Background: an optimization exercise with open tools, aiming at small area, a short achievable clock period and few clock cycles. Do not read the settings as production practice. RTL that was checked went through simulation tests only; none was proved equivalent to the original. For runs 1 and 2, only the layout was checked, not whether the RTL still works.

**design/flow/config.mk**
```make
export PLATFORM = sky130hd
export DESIGN_NAME = draw_subsystem
export DESIGN_NICKNAME = draw_subsystem
export VERILOG_FILES = /design/flow/design.v
export SDC_FILE = /design/flow/constraint.sdc
export NUM_CORES = 4
export LEC_CHECK = 0
export CAP_MARGIN = 20
export CORE_MARGIN = 2
export CORE_UTILIZATION = 40
export SLEW_MARGIN = 20
```
**design/flow/flow/run.sh**
```bash
#!/bin/bash
# The standard layout (standard.sh) with two repair settings changed:
#  - the port buffers are sky130_fd_sc_hd__buf_1 (buffer_ports picks
#    clkdlybuf4s50_1 by default, a slow delay cell);
set -euo pipefail
sed "s|CLKGATE_MAP_FILE= |CLKGATE_MAP_FILE= SETUP_SLACK_MARGIN=7 'BUFFER_PORTS_ARGS=-buffer_cell sky130_fd_sc_hd__buf_1' |" standard.sh > standard_tuned.sh
bash standard_tuned.sh > flow.log 2>&1
```
**design/flow/design.v**
```verilog
`timescale 1ns / 1ps
module line_drawer (
    input             clk,
    input             rst_,
    input      [51:0] in_op,
    input             in_rts,
    output            in_rtr,
    output            v_valid,
    output     [16:0] v_addr,
    output     [7:0]  v_mask,
    output     [11:0] v_col,
    input             v_take,
    output            busy
);
    localparam S_DIFF = 2'd1, S_ORDER = 2'd2, S_DRAW = 2'd3;
    reg        rdy;             
    reg        fin;             
    reg [1:0]  state;
    reg [9:0]  x1, x2;
    reg [7:0]  y1, y2;
    reg [11:0] col;
    reg        xgt, ygt;
    reg        xmaj, mdec;
    reg [7:0]  cnt, m;          
    reg signed [8:0] d;
    reg signed [8:0] err;
    reg        newgrp;          
    reg  nrdy_o;
    assign in_rtr = !nrdy_o;
    reg        gval, gclosed;
    reg [16:0] gaddr;
    reg [7:0]  gmask;
    wire drawing = !rdy && !fin && (state == S_DRAW);
    wire last    = (cnt == 8'd0);
    wire [7:0] pbit = 8'd1 << x1[2:0];
    wire load_new = !gval || (gclosed && v_take);
    wire pix_ok  = drawing && (load_new || (gval && !gclosed && !newgrp));
    wire [16:0] paddr = {1'b0, y1, 8'b0} - {5'b0, y1, 4'b0} + {9'b0, x1[9:3], 1'b0} + {10'b0, x1[9:3]};
    assign v_valid = gval && gclosed;
    assign v_addr  = gaddr;
    assign v_mask  = gmask;
    assign v_col   = col;        
    assign busy    = !rdy || gval;
    wire [9:0] ddx = x2 - x1;
    wire [9:0] ndx = x1 - x2;
    wire [7:0] ddy = y2 - y1;
    wire [7:0] ndy = y1 - y2;
    wire       dxge = (cnt >= m);
    wire       swp  = dxge ? xgt : ygt;
    always @(posedge clk or negedge rst_) begin
        if (!rst_) begin
            rdy   <= 1'b1;
            nrdy_o <= 1'b0;
            fin   <= 1'b0;
            state <= S_DIFF;
        end else begin
            if (fin) begin
                if (v_take) begin
                    fin    <= 1'b0;
                    rdy    <= 1'b1;
                    nrdy_o <= 1'b0;
                end
            end else if (rdy) begin
                if (in_rts) begin
                    rdy    <= 1'b0;
                    nrdy_o <= 1'b1;
                    state  <= S_DIFF;
                end
            end else begin
                case (state)
                    S_DIFF:  state <= S_ORDER;
                    S_ORDER: state <= S_DRAW;
                    default: if (pix_ok && last) fin <= 1'b1;
                endcase
            end
        end
    end
    always @(posedge clk) begin
        if (rdy) begin
            if (in_rts) begin
                x1  <= in_op[51:42];
                y1  <= in_op[39:32];
                x2  <= in_op[31:22];
                y2  <= in_op[19:12];
                col <= in_op[11:0];
            end
        end else begin
            case (state)
                S_DIFF: begin
                    xgt <= (x1 > x2);
                    ygt <= (y1 > y2);
                    cnt <= (x1 > x2) ? ndx[7:0] : ddx[7:0];
                    m   <= (y1 > y2) ? ndy : ddy;
                end
                S_ORDER: begin
                    xmaj <= dxge;
                    if (swp) begin
                        x1 <= x2;
                        y1 <= y2;
                    end
                    mdec <= swp ^ (dxge ? ygt : xgt);
                    if (!dxge) begin
                        cnt <= m;
                        m   <= cnt;
                    end
                    d      <= dxge ? ({1'b0, m} - {1'b0, cnt}) : ({1'b0, cnt} - {1'b0, m});
                    err    <= dxge ? ({1'b0, m} - {1'b0, cnt}) : ({1'b0, cnt} - {1'b0, m});
                    newgrp <= 1'b1;
                end
                default: if (pix_ok && !last) begin
                    cnt <= cnt - 8'd1;
                    if (xmaj) begin
                        x1 <= x1 + 10'd1;
                        if (!err[8]) y1 <= mdec ? y1 - 8'd1 : y1 + 8'd1;
                    end else begin
                        y1 <= y1 + 8'd1;
                        if (!err[8]) x1 <= mdec ? x1 - 10'd1 : x1 + 10'd1;
                    end
                    err    <= err + (err[8] ? {1'b0, m} : d);
                    newgrp <= !xmaj || !err[8] || (x1[2:0] == 3'd7);
                end
            endcase
        end
    end
    always @(posedge clk or negedge rst_) begin
        if (!rst_) begin
            gval    <= 1'b0;
            gclosed <= 1'b0;
        end else begin
            if (pix_ok) begin
                gval    <= 1'b1;
                gclosed <= last;
            end else if (drawing && gval && !gclosed) begin
                gclosed <= 1'b1;             
            end else if (v_take) begin
                gval    <= 1'b0;
                gclosed <= 1'b0;
            end
        end
    end
    always @(posedge clk) begin
        if (pix_ok) begin
            if (load_new) begin
                gaddr <= paddr;
                gmask <= pbit;
            end else begin
                gmask <= gmask | pbit;
            end
        end
    end
endmodule
`timescale 1ns / 1ps
module circle_drawer (
    input             clk,
    input             rst_,
    input      [41:0] in_op,
    input             in_rts,
    output            in_rtr,
    output            v_valid,
    output     [16:0] v_addr,
    output     [7:0]  v_mask,
    output     [11:0] v_col,
    input             v_take,
    output            busy
);
    reg        rdy;             
    reg        fin;             
    reg        drawing;         
    reg [9:0]  x0;
    reg [8:0]  y0;
    reg [6:0]  r;
    reg [11:0] col;
    reg [2:0]  oct;
    reg [6:0]  cx, cy;          
    reg [6:0]  k;               
    reg        skip;            
    reg signed [8:0] t;
    reg [9:0]  px;
    reg [8:0]  py;
    reg        newgrp;
    reg  nrdy_o;
    assign in_rtr = !nrdy_o;
    reg        gval, gclosed;
    reg [16:0] gaddr;
    reg [7:0]  gmask;
    wire draw_px = !rdy && !fin && drawing && !skip;
    wire lastpx  = (k == 7'd0) || (swap && k == 7'd1);
    wire last    = lastpx && (oct == 3'd7);
    wire [7:0] pbit = 8'd1 << px[2:0];
    wire load_new = !gval || (gclosed && v_take);
    wire pix_ok  = draw_px && (load_new || (gval && !gclosed && !newgrp));
    wire [16:0] paddr = {py, 8'b0} - {4'b0, py, 4'b0} + {9'b0, px[9:3], 1'b0} + {10'b0, px[9:3]};
    assign v_valid = gval && gclosed;
    assign v_addr  = gaddr;
    assign v_mask  = gmask;
    assign v_col   = col;        
    assign busy    = !rdy || gval;
    wire       swap = oct[0];
    wire       sxn  = oct[1];
    wire       syn  = oct[2];
    wire [9:0] x0pr = x0 + {3'b0, r};
    wire [9:0] x0mr = x0 - {3'b0, r};
    wire [8:0] y0pr = y0 + {2'b0, r};
    wire [8:0] y0mr = y0 - {2'b0, r};
    wire xdec  = !t[8];
    wire mv_x  = xdec ^ swap;
    wire mv_dn = mv_x ? (xdec ^ sxn) : (xdec ^ syn);
    always @(posedge clk or negedge rst_) begin
        if (!rst_) begin
            rdy     <= 1'b1;
            nrdy_o  <= 1'b0;
            fin     <= 1'b0;
            drawing <= 1'b0;
            oct     <= 3'd0;
        end else begin
            if (fin) begin
                if (v_take) begin
                    fin    <= 1'b0;
                    rdy    <= 1'b1;
                    nrdy_o <= 1'b0;
                end
            end else if (rdy) begin
                if (in_rts) begin
                    rdy     <= 1'b0;
                    nrdy_o  <= 1'b1;
                    drawing <= 1'b0;
                    oct     <= 3'd0;
                end
            end else if (!drawing) begin
                drawing <= 1'b1;
            end else if ((pix_ok || skip) && lastpx) begin
                drawing <= 1'b0;
                oct     <= oct + 3'd1;
                if (oct == 3'd7) fin <= 1'b1;
            end
        end
    end
    always @(posedge clk) begin
        if (rdy) begin
            if (in_rts) begin
                x0  <= in_op[41:32];
                y0  <= in_op[30:22];
                r   <= in_op[18:12];
                col <= in_op[11:0];
            end
        end else if (!drawing) begin
            cx <= r;
            cy <= 7'd0;
            k  <= r;
            t  <= 9'd1 - {2'b0, r};
            px <= swap ? x0 : (sxn ? x0mr : x0pr);
            py <= !swap ? y0 : (syn ? y0mr : y0pr);
            newgrp <= 1'b1;
            skip   <= !swap && syn;
        end else if ((pix_ok || skip) && !lastpx) begin
            skip <= 1'b0;
            k <= k - 7'd1;
            if (xdec) begin
                cx <= cx - 7'd1;
                t  <= t + 9'd2 - {1'b0, cx, 1'b0};
            end else begin
                cy <= cy + 7'd1;
                t  <= t + {1'b0, cy, 1'b0} + 9'd3;
            end
            if (mv_x) px <= mv_dn ? px - 10'd1 : px + 10'd1;
            else      py <= mv_dn ? py - 9'd1 : py + 9'd1;
            newgrp <= skip || !mv_x || (mv_dn ? (px[2:0] == 3'd0) : (px[2:0] == 3'd7));
        end
    end
    always @(posedge clk or negedge rst_) begin
        if (!rst_) begin
            gval    <= 1'b0;
            gclosed <= 1'b0;
        end else begin
            if (pix_ok) begin
                gval    <= 1'b1;
                gclosed <= last;
            end else if (draw_px && gval && !gclosed) begin
                gclosed <= 1'b1;
            end else if (v_take) begin
                gval    <= 1'b0;
                gclosed <= 1'b0;
            end
        end
    end
    always @(posedge clk) begin
        if (pix_ok) begin
            if (load_new) begin
                gaddr <= paddr;
                gmask <= pbit;
            end else begin
                gmask <= gmask | pbit;
            end
        end
    end
endmodule
`timescale 1ns / 1ps
module read_modify_write_engine (
    input             clk,
    input             rst_,
    input             l_valid,
    input      [16:0] l_addr,
    input      [7:0]  l_mask,
    input      [11:0] l_col,
    output            l_take,
    input             c_valid,
    input      [16:0] c_addr,
    input      [7:0]  c_mask,
    input      [11:0] c_col,
    output            c_take,
    output reg [16:0] mem_addr,
    output reg [3:0]  mem_wben,
    output reg [31:0] mem_wdata,
    input      [31:0] mem_rdata,
    output            busy
);
    reg        vval;         
    reg [2:0]  ph;           
    reg        vrd;          
    reg [7:0]  vmask;
    reg [11:0] vcol;
    reg        prio_c;
    reg        free;         
    wire pick_c = c_valid && (prio_c || !l_valid);
    assign c_take = free && pick_c;
    assign l_take = free && l_valid && !pick_c;
    wire take   = free && (l_valid || c_valid);
    wire [7:0]  smask = pick_c ? c_mask : l_mask;
    wire [11:0] scol  = pick_c ? c_col  : l_col;
    wire [16:0] sB    = pick_c ? c_addr : l_addr;
    wire        spart = (smask[0] ^ smask[1]) | (smask[2] ^ smask[3])
                      | (smask[4] ^ smask[5]) | (smask[6] ^ smask[7]);
    wire [3:0] wnib = (ph == 3'd2) ? vcol[11:8] : (ph == 3'd3) ? vcol[7:4] : vcol[3:0];
    function [3:0] bytes_of;
        input [7:0] m;
        bytes_of = {m[7] | m[6], m[5] | m[4], m[3] | m[2], m[1] | m[0]};
    endfunction
    function [31:0] merge;
        input [31:0] old;
        input [7:0]  m;
        input [3:0]  n;
        integer i;
        begin
            for (i = 0; i < 8; i = i + 1)
                merge[4*i +: 4] = m[i] ? n : old[4*i +: 4];
        end
    endfunction
    assign busy = vval;
    always @(posedge clk or negedge rst_) begin
        if (!rst_) begin
            vval     <= 1'b0;
            free     <= 1'b1;
            ph       <= 3'd0;
            prio_c   <= 1'b0;
            mem_wben <= 4'b0;
        end else begin
            free <= !take && (!vval || ph == 3'd4 || ph == 3'd5);
            if (take) begin
                vval     <= 1'b1;
                ph       <= spart ? 3'd0 : 3'd3;
                prio_c   <= !pick_c;
                mem_wben <= spart ? 4'b0 : bytes_of(smask);
            end else if (free) begin
                vval     <= 1'b0;
                mem_wben <= 4'b0;
            end else begin
                ph       <= ph + 3'd1;
                mem_wben <= (ph >= 3'd2) ? bytes_of(vmask) : 4'b0;
            end
        end
    end
    always @(posedge clk) begin
        if (take) begin
            vrd   <= spart;
            vmask <= smask;
            vcol  <= scol;
        end
        if (take)
            mem_addr <= sB;
        else
            mem_addr <= (ph == 3'd2) ? mem_addr - 17'd2 : mem_addr + 17'd1;
        if (take)
            mem_wdata <= {8{scol[11:8]}};
        else if (vrd)
            mem_wdata <= merge(mem_rdata, vmask, wnib);
        else
            mem_wdata <= {8{wnib}};
    end
endmodule
`timescale 1ns / 1ps
module draw_subsystem(
    input               clk,
    input               rst_,
    input  [51:0]       line_op,
    input               line_rts,
    output              line_rtr,
    input  [41:0]       circle_op,
    input               circle_rts,
    output              circle_rtr,
    output [16:0]       mem_addr,
    output [3:0]        mem_wben,
    output [31:0]       mem_wdata,
    input  [31:0]       mem_rdata,
    output              idle
    );
    wire        l_valid, l_take, l_busy;
    wire [16:0] l_addr;
    wire [7:0]  l_mask;
    wire [11:0] l_col;
    wire        c_valid, c_take, c_busy;
    wire [16:0] c_addr;
    wire [7:0]  c_mask;
    wire [11:0] c_col;
    wire        m_busy;
    reg busy_q;
    assign idle = !busy_q;
    always @(posedge clk or negedge rst_) begin
        if (!rst_)
            busy_q <= 1'b0;
        else
            busy_q <= l_busy || c_busy || m_busy
                   || (line_rts && line_rtr) || (circle_rts && circle_rtr);
    end
    line_drawer ld (
        .clk(clk), .rst_(rst_),
        .in_op(line_op), .in_rts(line_rts), .in_rtr(line_rtr),
        .v_valid(l_valid), .v_addr(l_addr), .v_mask(l_mask), .v_col(l_col),
        .v_take(l_take), .busy(l_busy)
    );
    circle_drawer cd (
        .clk(clk), .rst_(rst_),
        .in_op(circle_op), .in_rts(circle_rts), .in_rtr(circle_rtr),
        .v_valid(c_valid), .v_addr(c_addr), .v_mask(c_mask), .v_col(c_col),
        .v_take(c_take), .busy(c_busy)
    );
    read_modify_write_engine rmw (
        .clk(clk), .rst_(rst_),
        .l_valid(l_valid), .l_addr(l_addr), .l_mask(l_mask), .l_col(l_col), .l_take(l_take),
        .c_valid(c_valid), .c_addr(c_addr), .c_mask(c_mask), .c_col(c_col), .c_take(c_take),
        .mem_addr(mem_addr), .mem_wben(mem_wben), .mem_wdata(mem_wdata), .mem_rdata(mem_rdata),
        .busy(m_busy)
    );
endmodule
```
**design/flow/constraint.sdc**
```tcl
create_clock -name core_clock -period 10.0 [get_ports {clk}]
set_input_delay 2.0000 -clock core_clock [delete_from_list [all_inputs] [get_ports {clk}]]
set_output_delay 2.0000 -clock core_clock [all_outputs]
set_load 0.01 [all_outputs]
```
**design/flow/standard.sh**
```bash
#!/bin/bash
# synth_recipe.tcl (not shown) runs the flow's synth.tcl, then flattens the netlist and writes it again
# the make line also repeats each setting of config.mk as NAME=value (left out here)
make -C /OpenROAD-flow-scripts/flow DESIGN_CONFIG=/design/flow/config.mk WORK_HOME=/design/flow/orfs CLKGATE_MAP_FILE= SYNTH_SCRIPT=/design/flow/synth_recipe.tcl "${@:-finish}"
```
==> summary.txt, run 1 <==
GPL Wtd Cong 0.870; hold path startpoint rmw.vval; Hold Crit Depth 1; multi-input logic area ~0.012 mm²; worst rel slew slack 47.3%; Syn Std Cell Area roughly 0.021 mm²; CTS sink count 323; Area contributors post-synth edfxtp_1, ha_1, dfxtp_1, xnor2_1, mux2i_1; Fill cells approximately 5000; Post-DRT Antenna Nets 0; Post-synth top cells edfxtp_1, nand2_1, ha_1; CP max stage cell dfrtp_1; worst skew pair latency 0.58 ns; WHS 0.490 ns; # DRC 0; dpl hpwl between 30 and 40 mm; FP Rows 84; r2r endpoint cd.px[9]; setup TNS 0 ns; largest net degree at the start of global routing 90; fin crit share 31.5%; antenna cell count 0; Routed WL about 54 mm; Post-Syn Instances roughly 2100; Final Hold Viols 0; Final Instance Area 0.0256 mm²; Slew Limit Fails 0; CP max FO 2; CTS tree built; final setup fails 0; sequential cell area 0.00917 mm²; CP Cell Sequence inv_2, buf_6; DRT Pass-1 Iters 7; FF+latch count, synth ~320; Die ar. approximately 0.055 mm²; Initial Utilization 40.3%; clock skew 0.0188 ns; # port buffers 177; Max Cap Violations 0; RSZ-0062 raised after global routing yes; # IOs 186; synthesis warning total 4; CTS hold repair buffers 0; clock root cell clkbuf_16; final net count 2712; cts bufs inserted 40; WP data required 8.00 ns; core area 0.0523 mm²; sequential share of the synthesized area about 43%; Clock Tree Buf Depth 3; Worst path max stage delay 0.38 ns; Yosys top cell area share 35.3%; Area Growth Syn to Fin 21.1%; Worst Tran Pin Value 0.785 ns; Tmin final about 3.1 ns; area post-placement between 0.02 and 0.025 mm²; Buf+Inv Stages, Crit Path 2; fmax 0.318 GHz; vias after detailed routing 16200; Congestion Overflow GR 0; Synth Flop Type edfxtp_1; GRT Total Usage 19.4%; First DRT Iteration DRCs 843; share of cells above drive strength 1 16.6%; Hold Path End rmw.free; Post-Syn Nets 2468; leading area contributor after synthesis edfxtp_1; synth unique cells 79; post-synthesis average cell area 9.98 µm²; vias in the first global route 15800; initial antenna violation count 1; hold crit path type register to register; Worst R2R Start cd.r[1]; Arr. time, crit path 1.15 ns; first-pass GRT wire length 83.9 mm; status no timing/DRC/antenna violations; detail-routed via count per cell 5.27; WL/cell 17.6 µm; count leader, synth edfxtp_1; R2R Setup Slk about 7 ns; H-tree depth 2; crit end category output pin; chip width 234 µm; worst-case reg-to-reg path depth 13; Crit Path Class register to output pin; CP delay by family, top flip-flops; EDFF count, synth 248; clock-pin slew on the worst setup and hold paths roughly 0.060 ns; Die Span Y between 200 and 250 µm; CP startpoint kind register; Synth async-reset ratio 8.36%
## sequential cells by signal (all words and copies together) (netlist names), 12 cells and up
| register | count |
|---|---|
| rmw.vcol | 12 |
| cd.col | 12 |
| rmw.mem_wdata | 32 |
| cd.gaddr | 17 |
| ld.col | 12 |
| ld.gaddr | 17 |
| rmw.mem_addr | 17 |
## through the flow
stage / cells / utilization, % / worst slack [ns]
floorplan: 2115 / - / 6.85
global placement: 2912 / 42.9 / 6.16
CTS: 3042 / 47.5 / 6.82
finish: 3079 / 48.8 / 6.85
global route: 3079 / 48.8 / 6.79
detailed placement: 2912 / 42.9 / 6.16
## worst reg2reg max path, delay by kind of cell, from the launching register on
kind / cells / cell delay [ns]
AOI/OAI and AO/OA: 6 / 1.25
adders and majority gates: 2 / 0.48
DFF: 1 / 0.41
xor gates and xnor gates: 2 / 0.29
and+or+nand+nor: 2 / 0.22
buffers and inverters: 1 / 0.13
## repair_timing
item | CTS | global route
setup buffers | 53 | 36
pin swaps | 12 | 44
endpoints found under the hold margin | 0 | 0
cloned | 3 | 1
endpoints found under the setup margin | 255 | 147
resized for setup | 197 | 97
## layout make-up
cell class                      instances  share of cell area [%]
Timing Repair inverter                  1                  0.0294
Clock inverter                         23                   0.915
Tap cell                              688                    3.37
Sequential cell                       323                    35.9
Multi-Input combinational cell       1534                    45.7
Timing Repair Buffer                  275                    7.15
Clock buffer                           51                    4.16
Inverter                              184                    2.81
## metal layers
| metal | share of wire (%) | vias to the layer above | GRT usage, % |
|---|---|---|---|
| met1 | 44 | 7798 | 24.8 |
| met4 | 2.7 | 2 | 6.27 |
| li1 | - | 8031 | - |
| met5 | 0.018 | - | 0 |
| met2 | 49 | 311 | 33.7 |
| met3 | 3.8 | 97 | 2.64 |
## logic make-up (layout without fill, tap and decap cells)
kind of cell / Yosys count / in the layout / share of synthesized area, %
AND/OR/NAND/NOR: 580 / 582 / 12.8
AO/OA/AOI/OAI: 476 / 477 / 14.3
flip-flops: 323 / 323 / 43.1
buffers and inverters: 261 / 534 / 4.79
adder cells (fa/ha/maj): 223 / 223 / 14.0
XOR/XNOR: 154 / 154 / 6.39
multiplexers: 98 / 98 / 4.75
## layout by cell type (no fill, tap or decap), types with 11 or more instances in the layout
| master | Yosys | layout |
|---|---|---|
| a21oi_1 | 164 | 148 |
| buf_1 | 15 | 120 |
| nor2b_1 | 27 | 26 |
| mux2i_1 | 84 | 79 |
| nor2_1 | 149 | 138 |
| xnor2_1 | 106 | 103 |
| buf_2 | 4 | 18 |
| edfxtp_1 | 248 | 248 |
| mux2_2 | 12 | 12 |
| and3_1 | 16 | 16 |
| ha_1 | 202 | 188 |
| clkbuf_16 | 0 | 40 |
| o211ai_1 | 21 | 21 |
| dfrtp_1 | 23 | 20 |
| o21ai_1 | 9 | 15 |
| a21oi_2 | 0 | 11 |
| dfxtp_2 | 0 | 19 |
| nor3_1 | 38 | 36 |
| nand2b_1 | 33 | 30 |
| nand3_1 | 32 | 31 |
| inv_1 | 180 | 168 |
| o21a_1 | 31 | 29 |
| dfxtp_1 | 48 | 17 |
| o21ai_0 | 80 | 72 |
| nand4_1 | 12 | 12 |
| a211oi_1 | 19 | 14 |
| buf_4 | 1 | 88 |
| or3_1 | 12 | 12 |
| nand2_1 | 206 | 203 |
| dfxtp_4 | 0 | 12 |
| inv_2 | 1 | 11 |
| and2_1 | 14 | 12 |
| a21o_1 | 37 | 37 |
| a31oi_1 | 21 | 20 |
| xor2_1 | 48 | 48 |
| fa_1 | 21 | 19 |
| buf_6 | 3 | 38 |
## worst max path at each step
| stage | startpoint | to | cells after the start |
|---|---|---|---|
| floorplan | line_rts | ld.x1[0] | 3 |
| global placement | cd.drawing | cd.py[7] | 9 |
| detailed placement | cd.drawing | cd.py[6] | 9 |
| CTS | cd.nrdy_o | circle_rtr | 2 |
| global route | ld.nrdy_o | line_rtr | 2 |
| finish | cd.nrdy_o | circle_rtr | 2 |
==> inputs of run 2 (changes only) <==
--- a/design/flow/config.mk
+++ b/design/flow/config.mk
@@ -5,6 +5,7 @@
 export SDC_FILE = /design/flow/constraint.sdc
 export NUM_CORES = 4
 export LEC_CHECK = 0
+export ABC_CLOCK_PERIOD_IN_PS = 2500
 export CAP_MARGIN = 20
 export CORE_MARGIN = 2
 export CORE_UTILIZATION = 40
==> summary.txt, run 2 <==
Crit Path Class register to output pin; WP data required 8.00 ns (about the same); Worst Tran Pin Value 0.785 ns (unchanged); CTS tree built; hold crit path type register to register; core area 0.0523 mm² (unchanged); vias after detailed routing 16200 (unchanged); FF+latch count, synth 323 (unchanged); sequential share of the synthesized area 43.1% (unchanged); CP max stage cell dfrtp_1; Tmin final 3.15 ns (unchanged); Initial Utilization 40.3% (unchanged); post-synthesis average cell area 9.98 µm² (unchanged); Area contributors post-synth edfxtp_1, ha_1, dfxtp_1, xnor2_1, mux2i_1; synth unique cells 79 (unchanged); Die Span Y 234 µm (unchanged); fmax 0.318 GHz (unchanged); worst rel slew slack 47.3% (unchanged); CP Cell Sequence inv_2, buf_6; Die ar. 0.0546 mm² (unchanged); final setup fails 0 (unchanged); most common cell after layout, fill and taps aside edfxtp_1; antenna cell count 0 (unchanged); Routed WL 54.1 mm (unchanged); Worst path max stage delay 0.38 ns (about the same); count leader, synth edfxtp_1; leading area contributor after synthesis edfxtp_1; clock-pin slew on the worst setup and hold paths 0.06 ns (about the same); Syn Std Cell Area 0.0211 mm² (unchanged); CTS hold repair buffers 0 (unchanged); GPL Wtd Cong 0.870 (unchanged); commonest non-fill, non-tap cells in the layout edfxtp_1, nand2_1, ha_1; initial antenna violation count 1 (unchanged); final net count 2712 (unchanged); clock root cell clkbuf_16; chip width 234 µm (unchanged); Max Cap Violations 0 (unchanged); Post-synth top cells edfxtp_1, nand2_1, ha_1; H-tree depth 2 (unchanged); Post-DRT Antenna Nets 0 (unchanged); Yosys top cell area share 35.3% (unchanged); WHS 0.490 ns (unchanged); crit end category output pin; Clock Tree Buf Depth 3 (unchanged); CTS sink count 323 (unchanged); largest net degree at the start of global routing 90 (unchanged); Slew Limit Fails 0 (unchanged); Area Growth Syn to Fin 21.1% (unchanged); Post-Syn Nets 2468 (unchanged); detail-routed via count per cell 5.27 (unchanged); Buf+Inv Stages, Crit Path 2 (unchanged); Arr. time, crit path 1.15 ns (about the same); Synth Flop Type edfxtp_1; setup TNS 0 ns (unchanged); DRT Pass-1 Iters 7 (unchanged); WL/cell 17.6 µm (unchanged); Fill cells 4855 (unchanged); EDFF count, synth 248 (unchanged); Post-Syn Instances 2115 (unchanged); M1 GR Usage 24.8% (unchanged); # port buffers 177 (unchanged); vias in the first global route 15800 (unchanged); clock skew 0.0188 ns (unchanged); share of cells above drive strength 1 16.6% (unchanged); FP Rows 84 (unchanged); Synth async-reset ratio 8.36% (unchanged); met3 usage 2.64% (unchanged); CP max FO 2 (unchanged); GRT Total Usage 19.4% (unchanged); grt peak-use layer met2; # DRC 0 (unchanged); Congestion Overflow GR 0 (unchanged); RSZ-0062 raised after global routing yes; GRT met2 Usage 33.7% (unchanged); First DRT Iteration DRCs 843 (unchanged); status no timing/DRC/antenna violations; Biggest register rmw.mem_wdata; max reg flops 32 (unchanged); cts bufs inserted 40 (unchanged); CP startpoint kind register; # IOs 186 (unchanged); synthesis warning total 4 (unchanged); dpl hpwl 38.6 mm (unchanged); CP delay by family, top flip-flops; first-pass GRT wire length 83.9 mm (unchanged); Final Hold Viols 0 (unchanged); fin crit share 31.5% (unchanged); worst skew pair latency 0.58 ns (about the same)
run 2: through the flow:
stage               util [%]  cell area (µm²)  cells  setup WS, ns
global placement        42.9            22500   2912          6.16
global route            48.8            25600   3079          6.79
finish                  48.8            25600   3079          6.85
floorplan                  -            21200   2115          6.85
CTS                     47.5            24900   3042          6.82
detailed placement      42.9            22500   2912          6.16
run 2: worst paths after layout:
kind                            from              end  slack (ns)  cells after the start
setup reg to reg             cd.r[1]         cd.px[9]        6.97                     13
min in group asynchronous       rst_  rmw.mem_wben[2]        1.49                      1
setup / recovery           cd.nrdy_o       circle_rtr        6.85                      2
max in group asynchronous       rst_        cd.oct[2]        7.91                      1
hold reg to reg             rmw.vval         rmw.free        0.49                      1
hold / removal              rmw.vval         rmw.free        0.49                      1
run 2: layout make-up:
type	count	area (µm²)	share of cell area (%)
clock buffers	51	1060	4.16
inverters	184	719	2.81
repair inverters	1	7.51	0.0294
well taps	688	861	3.37
flip-flops and latches	323	9170	35.9
clock inverters	23	234	0.915
repair buffers	275	1830	7.15
multi-input cells	1534	11700	45.7
run 2: cells by family after synthesis:
group | after synthesis | synth area share [%]
buf+inv | 261 | 4.79
xor+xnor | 154 | 6.39
fa+ha+maj | 223 | 14.0
simple gates | 580 | 12.8
flops | 323 | 43.1
mux | 98 | 4.75
compound gates | 476 | 14.3
run 2: timing repair:
item / CTS / global route
buffers inserted: 53 / 36
resized for setup: 197 / 97
pin swaps: 12 / 44
gates cloned: 3 / 1
setup endpoints to repair: 255 / 147
run 2: metal layers:
layer  wire [µm]  vias up
met2       26700      311
met3        2070       97
met5          10        -
met4        1450        2
li1            -     8031
met1       23900     7798
==> inputs of run 3 (changes only) <==
--- a/design/flow/design.v
+++ b/design/flow/design.v
@@ -22,8 +22,8 @@
     reg        xgt, ygt;
     reg        xmaj, mdec;
     reg [7:0]  cnt, m;          
-    reg signed [8:0] d;
-    reg signed [8:0] err;
+    wire signed [8:0] err  = x2[8:0];
+    wire [7:0]        dmag = y2;
     reg        newgrp;          
     reg  nrdy_o;
     assign in_rtr = !nrdy_o;
@@ -46,6 +46,8 @@
     wire [7:0] ddy = y2 - y1;
     wire [7:0] ndy = y1 - y2;
     wire       dxge = (cnt >= m);
+    wire [8:0] mmc  = {1'b0, m} - {1'b0, cnt};
+    wire [8:0] cmm  = {1'b0, cnt} - {1'b0, m};
     wire       swp  = dxge ? xgt : ygt;
     always @(posedge clk or negedge rst_) begin
         if (!rst_) begin
@@ -103,8 +105,8 @@
                         cnt <= m;
                         m   <= cnt;
                     end
-                    d      <= dxge ? ({1'b0, m} - {1'b0, cnt}) : ({1'b0, cnt} - {1'b0, m});
-                    err    <= dxge ? ({1'b0, m} - {1'b0, cnt}) : ({1'b0, cnt} - {1'b0, m});
+                    x2     <= {1'b0, dxge ? (mmc) : (cmm)};
+                    y2     <= dxge ? cmm[7:0] : mmc[7:0];
                     newgrp <= 1'b1;
                 end
                 default: if (pix_ok && !last) begin
@@ -116,7 +118,7 @@
                         y1 <= y1 + 8'd1;
                         if (!err[8]) x1 <= mdec ? x1 - 10'd1 : x1 + 10'd1;
                     end
-                    err    <= err + (err[8] ? {1'b0, m} : d);
+                    x2[8:0] <= err[8] ? err + {1'b0, m} : err - {1'b0, dmag};
                     newgrp <= !xmaj || !err[8] || (x1[2:0] == 3'd7);
                 end
             endcase
@@ -198,10 +200,8 @@
     wire       swap = oct[0];
     wire       sxn  = oct[1];
     wire       syn  = oct[2];
-    wire [9:0] x0pr = x0 + {3'b0, r};
-    wire [9:0] x0mr = x0 - {3'b0, r};
-    wire [8:0] y0pr = y0 + {2'b0, r};
-    wire [8:0] y0mr = y0 - {2'b0, r};
+    wire [9:0] sx0 = x0 + (({10{sxn}} ^ {3'b0, r}) & {10{!swap}}) + {9'b0, sxn && !swap};
+    wire [8:0] sy0 = y0 + (({9{syn}} ^ {2'b0, r}) & {9{swap}}) + {8'b0, syn && swap};
     wire xdec  = !t[8];
     wire mv_x  = xdec ^ swap;
     wire mv_dn = mv_x ? (xdec ^ sxn) : (xdec ^ syn);
@@ -248,8 +248,8 @@
             cy <= 7'd0;
             k  <= r;
             t  <= 9'd1 - {2'b0, r};
-            px <= swap ? x0 : (sxn ? x0mr : x0pr);
-            py <= !swap ? y0 : (syn ? y0mr : y0pr);
+            px <= sx0;
+            py <= sy0;
             newgrp <= 1'b1;
             skip   <= !swap && syn;
         end else if ((pix_ok || skip) && !lastpx) begin
--- a/design/flow/config.mk
+++ b/design/flow/config.mk
@@ -5,8 +5,9 @@
 export SDC_FILE = /design/flow/constraint.sdc
 export NUM_CORES = 4
 export LEC_CHECK = 0
-export ABC_CLOCK_PERIOD_IN_PS = 2500
 export CAP_MARGIN = 20
 export CORE_MARGIN = 2
 export CORE_UTILIZATION = 40
+export CTS_CLUSTER_DIAMETER = 100
+export CTS_CLUSTER_SIZE = 20
 export SLEW_MARGIN = 20
==> summary.txt, run 3 <==
hold crit path type register to register; area share of and/or/nand/nor cells after synthesis 12.6% (-0.19 points); count leader, synth edfxtp_1; chip width 231 µm (-1.2%); Fill cells 4769 (-1.8%); largest net degree at the start of global routing 66 (-27%); # port buffers 177 (unchanged); Final Hold Viols 0 (unchanged); Synth Flop Type edfxtp_1; Slew Limit Fails 0 (unchanged); Post-Syn Instances 2088 (-1.3%); setup TNS 0 ns (unchanged); Die Span Y 231 µm (-1.2%); crit end category output pin; # IOs 186 (unchanged); vias in the first global route 15500 (-1.6%); fmax 0.317 GHz (-0.15%); antenna cell count 0 (unchanged); Compound-Gate Fraction of Synth Area 14.7% (+0.40 points); Synth async-reset ratio 8.85% (+0.49 points); WL/cell 18.2 µm (+3.7%); Tmin final 3.15 ns (+0.00460 ns); synth unique cells 81 (+2.5%); max reg flops 32 (unchanged); FF+latch count, synth 305 (-5.6%); Worst Tran Pin Value 0.800 ns (+0.0152 ns); CP delay by family, top flip-flops; GRT Total Usage 19.7% (+0.33 points); worst skew pair latency 0.57 ns (about the same); CP Cell Sequence inv_2, buf_6; adder-cell share of the synthesized area 14.4% (+0.48 points); RSZ-0062 raised after global routing yes; GPL Wtd Cong 0.900 (+3.5%); first-pass GRT wire length 83.8 mm (about the same); detail-routed via count per cell 5.38 (+2.0%); Buf+Inv Stages, Crit Path 2 (unchanged); vias after detailed routing 16100 (-0.55%); synthesis warning total 4 (unchanged); CP max FO 2 (unchanged); Crit Path Class register to output pin; Routed WL 54.7 mm (+1.1%); Area contributors post-synth edfxtp_1, ha_1, xnor2_1, dfxtp_1, mux2i_1; CTS sink count 305 (-5.6%); cts bufs inserted 20 (-50%); commonest non-fill, non-tap cells in the layout edfxtp_1, nand2_1, ha_1; post-synthesis mux area share 4.76% (+0.015 points); initial antenna violation count 3 (+2); clock-pin slew on the worst setup and hold paths 0.09 ns (+0.03 ns); final setup fails 0 (unchanged); final net count 2661 (-1.9%); clock skew 0.0398 ns (+0.0210 ns); worst rel slew slack 46.6% (-0.66 points); most common cell after layout, fill and taps aside edfxtp_1; Max Cap Violations 0 (unchanged); sequential share of the synthesized area 41.5% (-1.5 points); fin crit share 31.5% (+0.046 points); Initial Utilization 40.3% (about the same); Arr. time, crit path 1.15 ns (about the same); Worst path max stage delay 0.40 ns (+0.02 ns); Area Growth Syn to Fin 17.0%; Post-Syn Nets 2442 (-1.1%); dpl hpwl 39.5 mm (+2.4%); Die ar. 0.0533 mm² (-2.4%); DRT Pass-1 Iters 5 (-2); # DRC 0 (unchanged); core area 0.0511 mm² (-2.4%); Syn Std Cell Area 0.0206 mm² (-2.4%); leading area contributor after synthesis edfxtp_1; Congestion Overflow GR 0 (unchanged); Biggest register rmw.mem_wdata; Clock Tree Buf Depth 3 (unchanged); WP data required 8.00 ns (about the same); share of cells above drive strength 1 14.6% (-1.9 points); EDFF count, synth 230 (-7.3%); CP startpoint kind register; status no timing/DRC/antenna violations; Synth Area in XOR/XNOR 7.14% (+0.75 points); CP max stage cell dfrtp_1; Post-DRT Antenna Nets 0 (unchanged); H-tree depth 1 (-1); Yosys top cell area share 33.5% (-1.7 points); post-synthesis average cell area 9.86 µm² (-1.2%); First DRT Iteration DRCs 1070 (+27%); FP Rows 83 (-1.2%); clock root cell clkbuf_16; largest family of logic cells by synthesized area compound AO/OA/AOI/OAI gates; CTS tree built; Post-synth top cells edfxtp_1, ha_1, nand2_1
run 3: changes by cell type in the layout (fill, tap and decap cells not counted), moves of 9 or more:
| cell | change |
|---|---|
| nor2_1 | +9 |
| buf_4 | +10 |
| edfxtp_1 | -18 |
| inv_1 | -17 |
| clkbuf_16 | -18 |
| o21ai_0 | +16 |
run 3: per-stage QoR:
stage                     util, %  worst slack, ns  hold WS (ns)  cell area (µm²)  instances
after detailed placement     42.8             5.29         0.439            21900       2866
after global routing         47.2             6.78         0.479            24100       3001
after CTS                    45.8             6.82         0.451            23400       2955
after global placement       42.8             5.44         0.426            21900       2866
final                        47.2             6.85         0.447            24100       3001
after floorplan                 -             6.94         0.401            20600       2088
run 3: worst register-to-register path: stages (launching register included):
cell and delay, ns:
edfxtp_1 0.43, inv_2 0.14, ha_1 0.19, xor2_1 0.24
o21ai_0 0.12, ha_1 0.35, nor2b_1 0.16, o21a_1 0.20
o31ai_2 0.23, a21oi_1 0.13, xor2_1 0.26, o21ai_0 0.11
a32o_1 0.23
run 3: cell families after synthesis:
group / Yosys count
xor gates and xnor gates: 168
AOI/OAI and AO/OA: 473
buffers and inverters: 255
and+or+nand+nor: 567
adders and majority gates: 224
muxes: 96
DFF: 305
run 3: final timing paths:
| check | endpoint | slack (ns) | from | cells after the start |
|---|---|---|---|---|
| setup / recovery | circle_rtr | 6.85 | cd.nrdy_o | 2 |
| hold / removal | rmw.free | 0.45 | rmw.vval | 1 |
| setup reg to reg | ld.x2[8] | 6.98 | ld.y2[0] | 12 |
| hold reg to reg | rmw.free | 0.45 | rmw.vval | 1 |
| max in group asynchronous | cd.drawing | 7.93 | rst_ | 1 |
| min in group asynchronous | rmw.mem_wben[2] | 1.50 | rst_ | 1 |
run 3: cell type report:
| type | count | area, µm² | share of cell area, % |
|---|---|---|---|
| inverters | 166 | 637 | 2.64 |
| multi-input cells | 1530 | 11500 | 47.6 |
| well taps | 680 | 851 | 3.53 |
| flip-flops and latches | 305 | 8630 | 35.8 |
| repair buffers | 283 | 1870 | 7.75 |
| clock buffers | 31 | 574 | 2.38 |
| clock inverters | 5 | 65.1 | 0.270 |
| repair inverters | 1 | 5.00 | 0.0208 |
run 3: per-layer routing:
layer  share of wire, %  wire (µm)  up-vias  track usage [%]
li1                   -          -     7874                -
met1                 45      24400     7728             26.4
met2                 47      25600      443             32.7
met3                5.3       2890       98             2.93
met4                3.1       1720        6             6.25
met5              0.071         39        -                0
run 3: repair_timing:
action                     CTS  global route
pin swaps                    8            34
setup endpoints to repair  201           188
hold buffers                 0             0
buffers inserted            52            43
gates cloned                 1             3
resized for setup          154            91
Testbench counts of run 3, summed over its fixed seeds: cycles 95,149.
==> inputs of run 4 (changes only) <==
--- a/design/flow/config.mk
+++ b/design/flow/config.mk
@@ -8,6 +8,4 @@
 export CAP_MARGIN = 20
 export CORE_MARGIN = 2
 export CORE_UTILIZATION = 40
-export CTS_CLUSTER_DIAMETER = 100
-export CTS_CLUSTER_SIZE = 20
 export SLEW_MARGIN = 20
==> summary.txt, run 4 <==
CP Cell Sequence inv_2, buf_6; Buf+Inv Stages, Crit Path 2 (unchanged); CP max stage cell dfrtp_1; final net count 2680 (+0.71%); chip width 231 µm (unchanged); Initial Utilization 40.3% (unchanged); FP Rows 83 (unchanged); Synth Flop Type edfxtp_1; clock root cell clkbuf_16; Clock Tree Buf Depth 3 (unchanged); setup slack after layout 6.85 ns (+0.00455 ns); Post-Syn Instances 2088 (unchanged); GRT met2 Usage 33.3% (+0.65 points); vias after detailed routing 16300 (+0.72%); GPL Wtd Cong 0.900 (unchanged); # DRC 0 (unchanged); Slew Limit Fails 0 (unchanged); synth unique cells 81 (unchanged); first-pass GRT wire length 84.9 mm (+1.3%); Crit Path Class register to output pin; Hold Crit Depth 1 (unchanged); worst-case reg-to-reg path depth 11 (-1); initial antenna violation count 3 (unchanged); Area Growth Syn to Fin 20.6%; clock-pin slew on the worst setup and hold paths 0.06 ns (-0.03 ns); final setup fails 0 (unchanged); Post-DRT Antenna Nets 0 (unchanged); grt peak-use layer met2; Final Hold Viols 0 (unchanged); Fill cells 4693 (-1.6%); Routed WL 55.6 mm (+1.6%); WP depth 2 (unchanged); CP startpoint kind register; Congestion Overflow GR 0 (unchanged); worst rel slew slack 47.4% (+0.72 points); largest net degree at the start of global routing 66 (unchanged); WP data required 8.00 ns (about the same); Area contributors post-synth edfxtp_1, ha_1, xnor2_1, dfxtp_1, mux2i_1; sequential share of the synthesized area 41.5% (unchanged); synthesis warning total 4 (unchanged); # port buffers 177 (unchanged); Arr. time, crit path 1.15 ns (about the same); Tmin final 3.15 ns (-0.00455 ns); M1 GR Usage 26.6% (+0.25 points); Die Span Y 231 µm (unchanged); CP max FO 2 (unchanged); clock skew 0.0179 ns (-0.0219 ns); commonest non-fill, non-tap cells in the layout edfxtp_1, nand2_1, ha_1; Biggest register rmw.mem_wdata; H-tree depth 2 (+1); Die ar. 0.0533 mm² (unchanged); WL/cell 18.3 µm (+0.38%); max reg flops 32 (unchanged); placed insts 2866 (unchanged); share of cells above drive strength 1 15.9% (+1.3 points); count leader, synth edfxtp_1; EDFF count, synth 230 (unchanged); First DRT Iteration DRCs 1052 (-1.7%); most common cell after layout, fill and taps aside edfxtp_1; cts bufs inserted 39 (+95%); status no timing/DRC/antenna violations; Post-synth top cells edfxtp_1, ha_1, nand2_1; hold crit path type register to register; Syn Std Cell Area 0.0206 mm² (unchanged); fmax 0.318 GHz (+0.14%); vias in the first global route 15700 (+1.1%); # IOs 186 (unchanged); fin crit share 31.5% (-0.045 points); worst skew pair latency 0.57 ns (about the same); Post-Syn Nets 2442 (unchanged); CTS hold repair buffers 0 (unchanged); FF+latch count, synth 305 (unchanged); multi-input logic area 0.0115 mm² (+0.29%); Worst Tran Pin Value 0.784 ns (-0.0161 ns); RSZ-0062 raised after global routing yes; post-synthesis average cell area 9.86 µm² (unchanged); antenna cell count 0 (unchanged); sequential cell area 0.00863 mm² (unchanged); CP delay by family, top flip-flops; GRT Total Usage 20.1% (+0.44 points); CTS tree built; crit end category output pin; dpl hpwl 39.5 mm (unchanged); DRT Pass-1 Iters 5 (unchanged); Synth async-reset ratio 8.85% (unchanged); pre-CTS setup slack 5.29 ns (unchanged); Yosys top cell area share 33.5% (unchanged); Worst path max stage delay 0.39 ns (about the same); detail-routed via count per cell 5.36 (-0.44%); Max Cap Violations 0 (unchanged); CTS sink count 305 (unchanged); Non-Filler Instances 3036 (+1.2%); leading area contributor after synthesis edfxtp_1; met3 usage 3.09% (+0.16 points); setup TNS 0 ns (unchanged); core area 0.0511 mm² (unchanged)
-- run 4: cell counts after synthesis --
Identical to the previous run, type by type.
-- run 4: metal layers --
layer	up-vias	share of wire [%]
met1	7784	44
met4	6	3.1
li1	7923	-
met5	-	0.063
met2	451	47
met3	102	5.4
-- run 4: through the flow --
step | util (%) | hold slack, ns | cell area [µm²]
after global placement | 42.8 | 0.426 | 21900
final | 48.6 | 0.450 | 24800
after global routing | 48.6 | 0.473 | 24800
after detailed placement | 42.8 | 0.439 | 21900
after CTS | 47.2 | 0.447 | 24100
after floorplan | - | 0.401 | 20600
-- run 4: worst paths after layout --
| check | from | endpoint | slack (ns) |
|---|---|---|---|
| setup / recovery | cd.nrdy_o | circle_rtr | 6.85 |
| hold / removal | rmw.vval | rmw.free | 0.45 |
| setup reg to reg | ld.x1[7] | ld.gaddr[16] | 7.07 |
| hold reg to reg | rmw.vval | rmw.free | 0.45 |
| max in group asynchronous | rst_ | cd.oct[2] | 7.94 |
| min in group asynchronous | rst_ | rmw.mem_wben[2] | 1.50 |
-- run 4: timing repair --
action,in CTS,in global routing
cloned,1,3
resized for setup,155,95
setup endpoints to repair,192,178
setup buffers,57,38
pin swaps,8,38
-- run 4: cells by family after synthesis --
family                   synth area share [%]
AO/OA/AOI/OAI                            14.7
XOR/XNOR                                 7.14
adder cells (fa/ha/maj)                  14.4
buffers and inverters                    4.87
flip-flops                               41.5
multiplexers                             4.76
AND/OR/NAND/NOR                          12.6
-- run 4: layout make-up --
| type | count | area share, % |
|---|---|---|
| flip-flops and latches | 305 | 34.7 |
| well taps | 680 | 3.43 |
| clock buffers | 48 | 4.28 |
| inverters | 166 | 2.56 |
| repair inverters | 1 | 0.0202 |
| repair buffers | 283 | 7.53 |
| clock inverters | 23 | 1.12 |
| multi-input cells | 1530 | 46.3 |
==> inputs of run 5 (changes only) <==
==> design/flow/flow/run.sh (replaced) <==
#!/bin/bash
# The standard layout (standard.sh) with two repair settings changed:
#  - the port buffers are sky130_fd_sc_hd__buf_1 (buffer_ports picks
#    clkdlybuf4s50_1 by default, a slow delay cell);
set -euo pipefail
sed "s|CLKGATE_MAP_FILE= |CLKGATE_MAP_FILE= SETUP_SLACK_MARGIN=7.5 'BUFFER_PORTS_ARGS=-buffer_cell sky130_fd_sc_hd__buf_1' |" standard.sh > standard_tuned.sh
bash standard_tuned.sh > flow.log 2>&1
==> summary.txt, run 5 <==
status no timing/DRC/antenna violations; Routed WL 61.1 mm (+10%); H-tree depth 2 (unchanged); clock-pin slew on the worst setup and hold paths 0.06 ns (about the same); FP Rows 83 (unchanged); Non-Filler Instances 3194 (+5.2%); Worst path max stage delay 0.39 ns (about the same); dpl hpwl 39.9 mm (+0.91%); Final Hold Viols 0 (unchanged); Die Span Y 231 µm (unchanged); # IOs 186 (unchanged); Post-Syn Instances 2088 (unchanged); Syn Std Cell Area 0.0206 mm² (unchanged); EDFF count, synth 230 (unchanged); hold crit path type register to register; clock root cell clkbuf_16; Crit Path Class register to output pin; GRT Total Usage 21.7% (+1.6 points); setup TNS 0 ns (unchanged); CP startpoint kind register; multi-input logic area 0.0129 mm² (+12%); Post-DRT Antenna Nets 0 (unchanged); Max Cap Violations 0 (unchanged); WP data required 8.00 ns (about the same); clock skew 0.0185 ns (+0.000649 ns); RSZ-0062 raised after global routing yes; CTS tree built; WHS 0.474 ns (+0.0240 ns); Congestion Overflow GR 0 (unchanged); Buf+Inv Stages, Crit Path 2 (unchanged); Biggest register rmw.mem_wdata; Fill cells 4374 (-6.8%); cts bufs inserted 39 (unchanged); worst rel slew slack 45.6% (-1.8 points); core area 0.0511 mm² (unchanged); leading area contributor after synthesis edfxtp_1; Synth async-reset ratio 8.85% (unchanged); # DRC 0 (unchanged); first-pass GRT wire length 91.0 mm (+7.2%); GPL Wtd Cong 0.899 (about the same); Area contributors post-synth edfxtp_1, ha_1, xnor2_1, dfxtp_1, mux2i_1; Arr. time, crit path 1.19 ns (+0.04 ns); WL/cell 19.1 µm (+4.5%); post-synthesis average cell area 9.86 µm² (unchanged); # port buffers 177 (unchanged); Initial Utilization 40.3% (unchanged); Worst Tran Pin Value 0.817 ns (+0.0325 ns); largest net degree at the start of global routing 74 (+12%); vias after detailed routing 17200 (+6.0%); most common cell after layout, fill and taps aside edfxtp_1; detail-routed via count per cell 5.40 (+0.72%); Tmin final 3.19 ns (+0.0449 ns); sequential share of the synthesized area 41.5% (unchanged); Slew Limit Fails 0 (unchanged); CTS sink count 305 (unchanged); CP max stage cell dfrtp_1; Die ar. 0.0533 mm² (unchanged); synth unique cells 81 (unchanged); fin crit share 31.9% (+0.45 points); worst skew pair latency 0.58 ns (about the same); synthesis warning total 4 (unchanged); final net count 2838 (+5.9%); crit end category output pin; chip width 231 µm (unchanged); max reg flops 32 (unchanged); CP Cell Sequence inv_2, buf_6; sequential cell area 0.00863 mm² (about the same); Yosys top cell area share 33.5% (unchanged); initial antenna violation count 2 (-1); antenna cell count 0 (unchanged); FF+latch count, synth 305 (unchanged); share of cells above drive strength 1 29.0% (+13 points); Clock Tree Buf Depth 3 (unchanged); vias in the first global route 16600 (+6.0%); Final Util 54.0% (+5.4 points); DRT Pass-1 Iters 5 (unchanged); commonest non-fill, non-tap cells in the layout edfxtp_1, buf_4, nand2_1; First DRT Iteration DRCs 1073 (+2.0%); CP delay by family, top flip-flops; Post-synth top cells edfxtp_1, ha_1, nand2_1; CP max FO 2 (unchanged); fmax 0.313 GHz (-1.4%); Synth Flop Type edfxtp_1; Post-Syn Nets 2442 (unchanged); count leader, synth edfxtp_1; Area Growth Syn to Fin 34.0%; final setup fails 0 (unchanged); placed insts 2866 (unchanged)
## run 5: cell counts after synthesis
No cell type changed its count.
## run 5: layer usage
metal	global-route usage (%)	vias up	part of all wire, %	wire length (µm)
li1	-	8259	-	-
met1	28.3	8325	43	26500
met2	35.9	523	47	29000
met3	4.08	124	5.6	3400
met4	8.04	4	3.5	2160
met5	0	-	0.036	22
## run 5: logic make-up (layout without fill, tap and decap cells)
logic type	Yosys count	count (layout)	synth area share (%)
multiplexers	96	96	4.76
flip-flops	305	305	41.5
buffers and inverters	255	674	4.87
adder cells (fa/ha/maj)	224	224	14.4
AND/OR/NAND/NOR	567	572	12.6
AO/OA/AOI/OAI	473	475	14.7
XOR/XNOR	168	168	7.14
## run 5: final timing paths
path | start | endpoint | slack (ns) | depth (start not counted)
setup reg to reg | ld.y2[4] | ld.m[5] | 7.04 | 9
hold / removal | rmw.vval | rmw.free | 0.47 | 1
hold reg to reg | rmw.vval | rmw.free | 0.47 | 1
min in group asynchronous | rst_ | rmw.mem_wben[3] | 1.50 | 1
max in group asynchronous | rst_ | cd.oct[0] | 7.88 | 1
setup / recovery | cd.nrdy_o | circle_rtr | 6.81 | 2
## run 5: timing repair
item	CTS	global route
setup buffers	160	87
gates resized for setup	304	195
gates cloned	10	0
endpoints found under the setup margin	277	243
pin swaps	86	126
hold buffers	0	0
## run 5: cell type report
class / count / area share (%)
Timing Repair Buffer: 436 / 12.0
Timing Repair inverter: 1 / 0.0181
Sequential cell: 305 / 31.3
Clock buffer: 53 / 3.80
Inverter: 166 / 2.40
Clock inverter: 18 / 0.744
Multi-Input combinational cell: 1535 / 46.7
Tap cell: 680 / 3.08
## run 5: per-stage QoR
step	setup WS, ns	area, µm²
6_report	6.81	27600
3_5_place_dp	5.81	22200
5_1_grt	6.76	27600
2_1_floorplan	7.06	21000
4_1_cts	6.77	26000
3_3_place_gp	5.97	22200
==> inputs of run 6 (changes only) <==
--- a/design/flow/design.v
+++ b/design/flow/design.v
@@ -41,13 +41,13 @@
     assign v_mask  = gmask;
     assign v_col   = col;        
     assign busy    = !rdy || gval;
-    wire [9:0] ddx = x2 - x1;
-    wire [9:0] ndx = x1 - x2;
-    wire [7:0] ddy = y2 - y1;
-    wire [7:0] ndy = y1 - y2;
-    wire       dxge = (cnt >= m);
-    wire [8:0] mmc  = {1'b0, m} - {1'b0, cnt};
-    wire [8:0] cmm  = {1'b0, cnt} - {1'b0, m};
+    wire [10:0] ddx = {1'b0, x2} - {1'b0, x1};    
+    wire [9:0]  ndx = x1 - x2;
+    wire [8:0]  ddy = {1'b0, y2} - {1'b0, y1};    
+    wire [7:0]  ndy = y1 - y2;
+    wire [8:0]  mmc = {1'b0, m} - {1'b0, cnt};
+    wire [8:0]  cmm = {1'b0, cnt} - {1'b0, m};
+    wire        dxge = !cmm[8];
     wire       swp  = dxge ? xgt : ygt;
     always @(posedge clk or negedge rst_) begin
         if (!rst_) begin
@@ -89,10 +89,10 @@
         end else begin
             case (state)
                 S_DIFF: begin
-                    xgt <= (x1 > x2);
-                    ygt <= (y1 > y2);
-                    cnt <= (x1 > x2) ? ndx[7:0] : ddx[7:0];
-                    m   <= (y1 > y2) ? ndy : ddy;
+                    xgt <= ddx[10];
+                    ygt <= ddy[8];
+                    cnt <= ddx[10] ? ndx[7:0] : ddx[7:0];
+                    m   <= ddy[8] ? ndy : ddy[7:0];
                 end
                 S_ORDER: begin
                     xmaj <= dxge;
@@ -174,7 +174,6 @@
     reg [11:0] col;
     reg [2:0]  oct;
     reg [6:0]  cx, cy;          
-    reg [6:0]  k;               
     reg        skip;            
     reg signed [8:0] t;
     reg [9:0]  px;
@@ -186,7 +185,8 @@
     reg [16:0] gaddr;
     reg [7:0]  gmask;
     wire draw_px = !rdy && !fin && drawing && !skip;
-    wire lastpx  = (k == 7'd0) || (swap && k == 7'd1);
+    wire [6:0] cyp1 = cy + 7'd1;
+    wire lastpx  = (cx == cy) || (swap && cx == cyp1);
     wire last    = lastpx && (oct == 3'd7);
     wire [7:0] pbit = 8'd1 << px[2:0];
     wire load_new = !gval || (gclosed && v_take);
@@ -246,7 +246,6 @@
         end else if (!drawing) begin
             cx <= r;
             cy <= 7'd0;
-            k  <= r;
             t  <= 9'd1 - {2'b0, r};
             px <= sx0;
             py <= sy0;
@@ -254,12 +253,11 @@
             skip   <= !swap && syn;
         end else if ((pix_ok || skip) && !lastpx) begin
             skip <= 1'b0;
-            k <= k - 7'd1;
             if (xdec) begin
                 cx <= cx - 7'd1;
                 t  <= t + 9'd2 - {1'b0, cx, 1'b0};
             end else begin
-                cy <= cy + 7'd1;
+                cy <= cyp1;
                 t  <= t + {1'b0, cy, 1'b0} + 9'd3;
             end
             if (mv_x) px <= mv_dn ? px - 10'd1 : px + 10'd1;
==> design/flow/flow/run.sh (replaced) <==
#!/bin/bash
# The standard layout (standard.sh) with two repair settings changed:
#  - the port buffers are sky130_fd_sc_hd__buf_1 (buffer_ports picks
#    clkdlybuf4s50_1 by default, a slow delay cell);
set -euo pipefail
sed "s|CLKGATE_MAP_FILE= |CLKGATE_MAP_FILE= SETUP_SLACK_MARGIN=7 'BUFFER_PORTS_ARGS=-buffer_cell sky130_fd_sc_hd__buf_1' |" standard.sh > standard_tuned.sh
bash standard_tuned.sh > flow.log 2>&1
--- a/design/flow/config.mk
+++ b/design/flow/config.mk
@@ -8,4 +8,6 @@
 export CAP_MARGIN = 20
 export CORE_MARGIN = 2
 export CORE_UTILIZATION = 40
+export CTS_CLUSTER_DIAMETER = 100
+export CTS_CLUSTER_SIZE = 20
 export SLEW_MARGIN = 20
==> summary.txt, run 6 <==
Final Hold Viols 0 (unchanged); Synth async-reset ratio 9.06% (+0.21 points); clock-pin slew on the worst setup and hold paths 0.09 ns (+0.03 ns); EDFF count, synth 223 (-3.0%); Syn Std Cell Area 0.0203 mm² (-1.7%); final net count 2624 (-7.5%); placed insts 2825 (-1.4%); WHS 0.453 ns (-0.0210 ns); Arr. time, crit path 1.17 ns (-0.02 ns); Post-synth top cells edfxtp_1, ha_1, nand2_1; Buf+Inv Stages, Crit Path 2 (unchanged); Worst Tran Pin Value 1.01 ns (+0.195 ns); FP Rows 82 (-1.2%); CP delay by family, top flip-flops; Area contributors post-synth edfxtp_1, ha_1, xnor2_1, dfxtp_1, mux2i_1; core area 0.0501 mm² (-2.0%); leading area contributor after synthesis edfxtp_1; CTS hold repair buffers 0 (unchanged); # IOs 186 (unchanged); Crit Path Class register to output pin; sequential share of the synthesized area 41.2% (-0.34 points); crit end category output pin; Hold Path End rmw.free; worst-case reg-to-reg path depth 12 (+3); pre-CTS setup slack 5.94 ns (+0.129 ns); Synth Flop Type edfxtp_1; max reg flops 32 (unchanged); GPL Wtd Cong 0.901 (+0.19%); Initial Utilization 40.5% (+0.14 points); Yosys top cell area share 33.1% (-0.47 points); GRT Total Usage 19.8% (-2.0 points); DRT Pass-1 Iters 5 (unchanged); chip width 229 µm (-0.82%); synthesis warning total 4 (unchanged); CP max stage cell dfrtp_1; worst skew pair latency 0.58 ns (about the same); Hold Crit Depth 1 (unchanged); vias after detailed routing 15900 (-7.9%); CTS tree built; H-tree depth 1 (-1); WP data required 8.00 ns (about the same); Congestion Overflow GR 0 (unchanged); setup TNS 0 ns (unchanged); Die Span Y 229 µm (-0.82%); dpl hpwl 39.4 mm (-1.1%); final setup fails 0 (unchanged); Slew Limit Fails 0 (unchanged); Post-Syn Instances 2040 (-2.3%); commonest non-fill, non-tap cells in the layout edfxtp_1, nand2_1, ha_1; Non-Filler Instances 2959 (-7.4%); Post-Syn Nets 2391 (-2.1%); vias in the first global route 15400 (-7.1%); antenna cell count 0 (unchanged); status no timing/DRC/antenna violations; Worst path max stage delay 0.41 ns (+0.02 ns); CP startpoint kind register; Fill cells 4690 (+7.2%); share of cells above drive strength 1 15.4% (-14 points); Tmin final 3.17 ns (-0.0215 ns); fin crit share 31.7% (-0.22 points); first-pass GRT wire length 83.2 mm (-8.6%); First DRT Iteration DRCs 1092 (+1.8%); hold crit path type register to register; count leader, synth edfxtp_1; RSZ-0062 raised after global routing yes; sequential cell area 0.00843 mm² (-2.4%); Biggest register rmw.mem_wdata; WL/cell 18.3 µm (-4.5%); R2R Setup Slk 6.87 ns (-0.17 ns); Max Cap Violations 0 (unchanged); post-synthesis average cell area 9.93 µm² (+0.65%); multi-input logic area 0.0115 mm² (-11%); synth unique cells 81 (unchanged); Worst R2R Start ld.x2[0]; Clock Tree Buf Depth 3 (unchanged); clock root cell clkbuf_16; most common cell after layout, fill and taps aside edfxtp_1; fmax 0.315 GHz (+0.68%); FF+latch count, synth 298 (-2.3%); CTS sink count 298 (-2.3%); initial antenna violation count 1 (-1); CP max FO 2 (unchanged); clock skew 0.0513 ns (+0.0328 ns); Routed WL 54.1 mm (-12%); setup slack after layout 6.83 ns (+0.0215 ns); detail-routed via count per cell 5.37 (-0.57%); largest net degree at the start of global routing 78 (+5.4%); # port buffers 177 (unchanged); hold path startpoint rmw.vval; Area Growth Syn to Fin 18.2%; worst rel slew slack 32.6% (-13 points); Die ar. 0.0525 mm² (-1.6%); # DRC 0 (unchanged); cts bufs inserted 20 (-49%); Post-DRT Antenna Nets 0 (unchanged); r2r endpoint ld.cnt[7]; CP Cell Sequence inv_2, buf_6
[run 6: worst max-delay path by stage]
| stage | endpoint | startpoint | cells past startpoint | slack, ns |
|---|---|---|---|---|
| after floorplan | ld.x1[0] | line_rts | 4 | 6.98 |
| after global placement | cd.py[7] | cd.drawing | 7 | 5.97 |
| after detailed placement | cd.py[7] | cd.drawing | 7 | 5.94 |
| after CTS | circle_rtr | cd.nrdy_o | 2 | 6.79 |
| after global routing | circle_rtr | cd.nrdy_o | 2 | 6.77 |
| final | circle_rtr | cd.nrdy_o | 2 | 6.83 |
[run 6: timing repair]
action,4_1_cts,5_1_grt
gates resized for setup,165,116
endpoints found under the setup margin,172,151
buffers inserted,45,50
gates cloned,1,2
pin swaps,8,34
[run 6: routing by layer]
layer,part of all wire [%],GRT usage (%)
met1,45,27.1
met2,46,32.4
met3,5.3,2.63
met4,3.0,6.43
met5,0.015,0
[run 6: area by class of cell]
type	instances	area share (%)
timing repair buffer	287	7.88
multi-input combinational	1494	47.9
tap	672	3.51
sequential	298	35.2
clock buffer	30	2.29
inverter	172	2.84
clock inverter	6	0.334
[run 6: stage by stage]
step	utilization [%]	instance area [µm²]
6_report	47.8	23900
5_1_grt	47.8	23900
4_1_cts	46.0	23000
3_5_place_dp	43.1	21600
3_3_place_gp	43.1	21600
2_1_floorplan	-	20300
[run 6: cells by family after synthesis]
kind of cell | Yosys count | synth area share, %
DFF | 298 | 41.2
xor gates and xnor gates | 176 | 7.61
buffers and inverters | 249 | 4.69
muxes | 100 | 5.03
adders and majority gates | 221 | 14.5
AOI/OAI and AO/OA | 460 | 14.6
and+or+nand+nor | 536 | 12.4
[run 6: worst reg2reg max path: cells and delay by family, from the launching register on]
kind	cells	cell delay [ns]
AOI/OAI and AO/OA	4	0.91
adders and majority gates	2	0.51
buffers and inverters	3	0.35
DFF	1	0.46
muxes	1	0.40
and+or+nand+nor	2	0.23
Testbench counts of run 6, summed over its fixed seeds: cycles 95,149.

## static timing again, ports no longer ideal
How much do the figures lean on ideal ports? The routed layouts below were timed once more, with nothing changed but the port constraints. Step 1: set_driving_cell puts a clkbuf_16 on clk and a buf_2 on each other input, an assumption about the parent block. Step 2, shift: input delay + t, output delay - t, t = (earliest + latest rising clock arrival at the registers) / 2. This alone moves slack from input paths to output paths. a / b / c = no drivers / after step 1 / after step 2; a / b = the first two.
| run | t (ns) | slack for setup (ns) | worst setup path after step 2 | worst slew at a driven data input, ns | pins driven straight from the clock port |
|---|---|---|---|---|---|
| run 1 | 0.626 | 6.853 / 6.795 / 6.444 | input to register | 0.08 | 1 |
| run 2 | 0.626 | 6.853 / 6.795 / 6.444 | input to register | 0.08 | 1 |
| run 3 | 0.609 | 6.848 / 6.791 / 6.492 | input to register | 0.10 | 1 |
| run 4 | 0.625 | 6.853 / 6.793 / 6.435 | input to register | 0.10 | 1 |
| run 5 | 0.631 | 6.808 / 6.751 / 6.792 | input to register | 0.09 | 1 |
| run 6 | 0.618 | 6.830 / 6.768 / 6.579 | input to register | 0.07 | 1 |
After both steps every run listed still meets setup and hold. The setup slack of run 4, which loses most, moves by -0.060 ns with the drivers and by -0.418 ns with both steps.
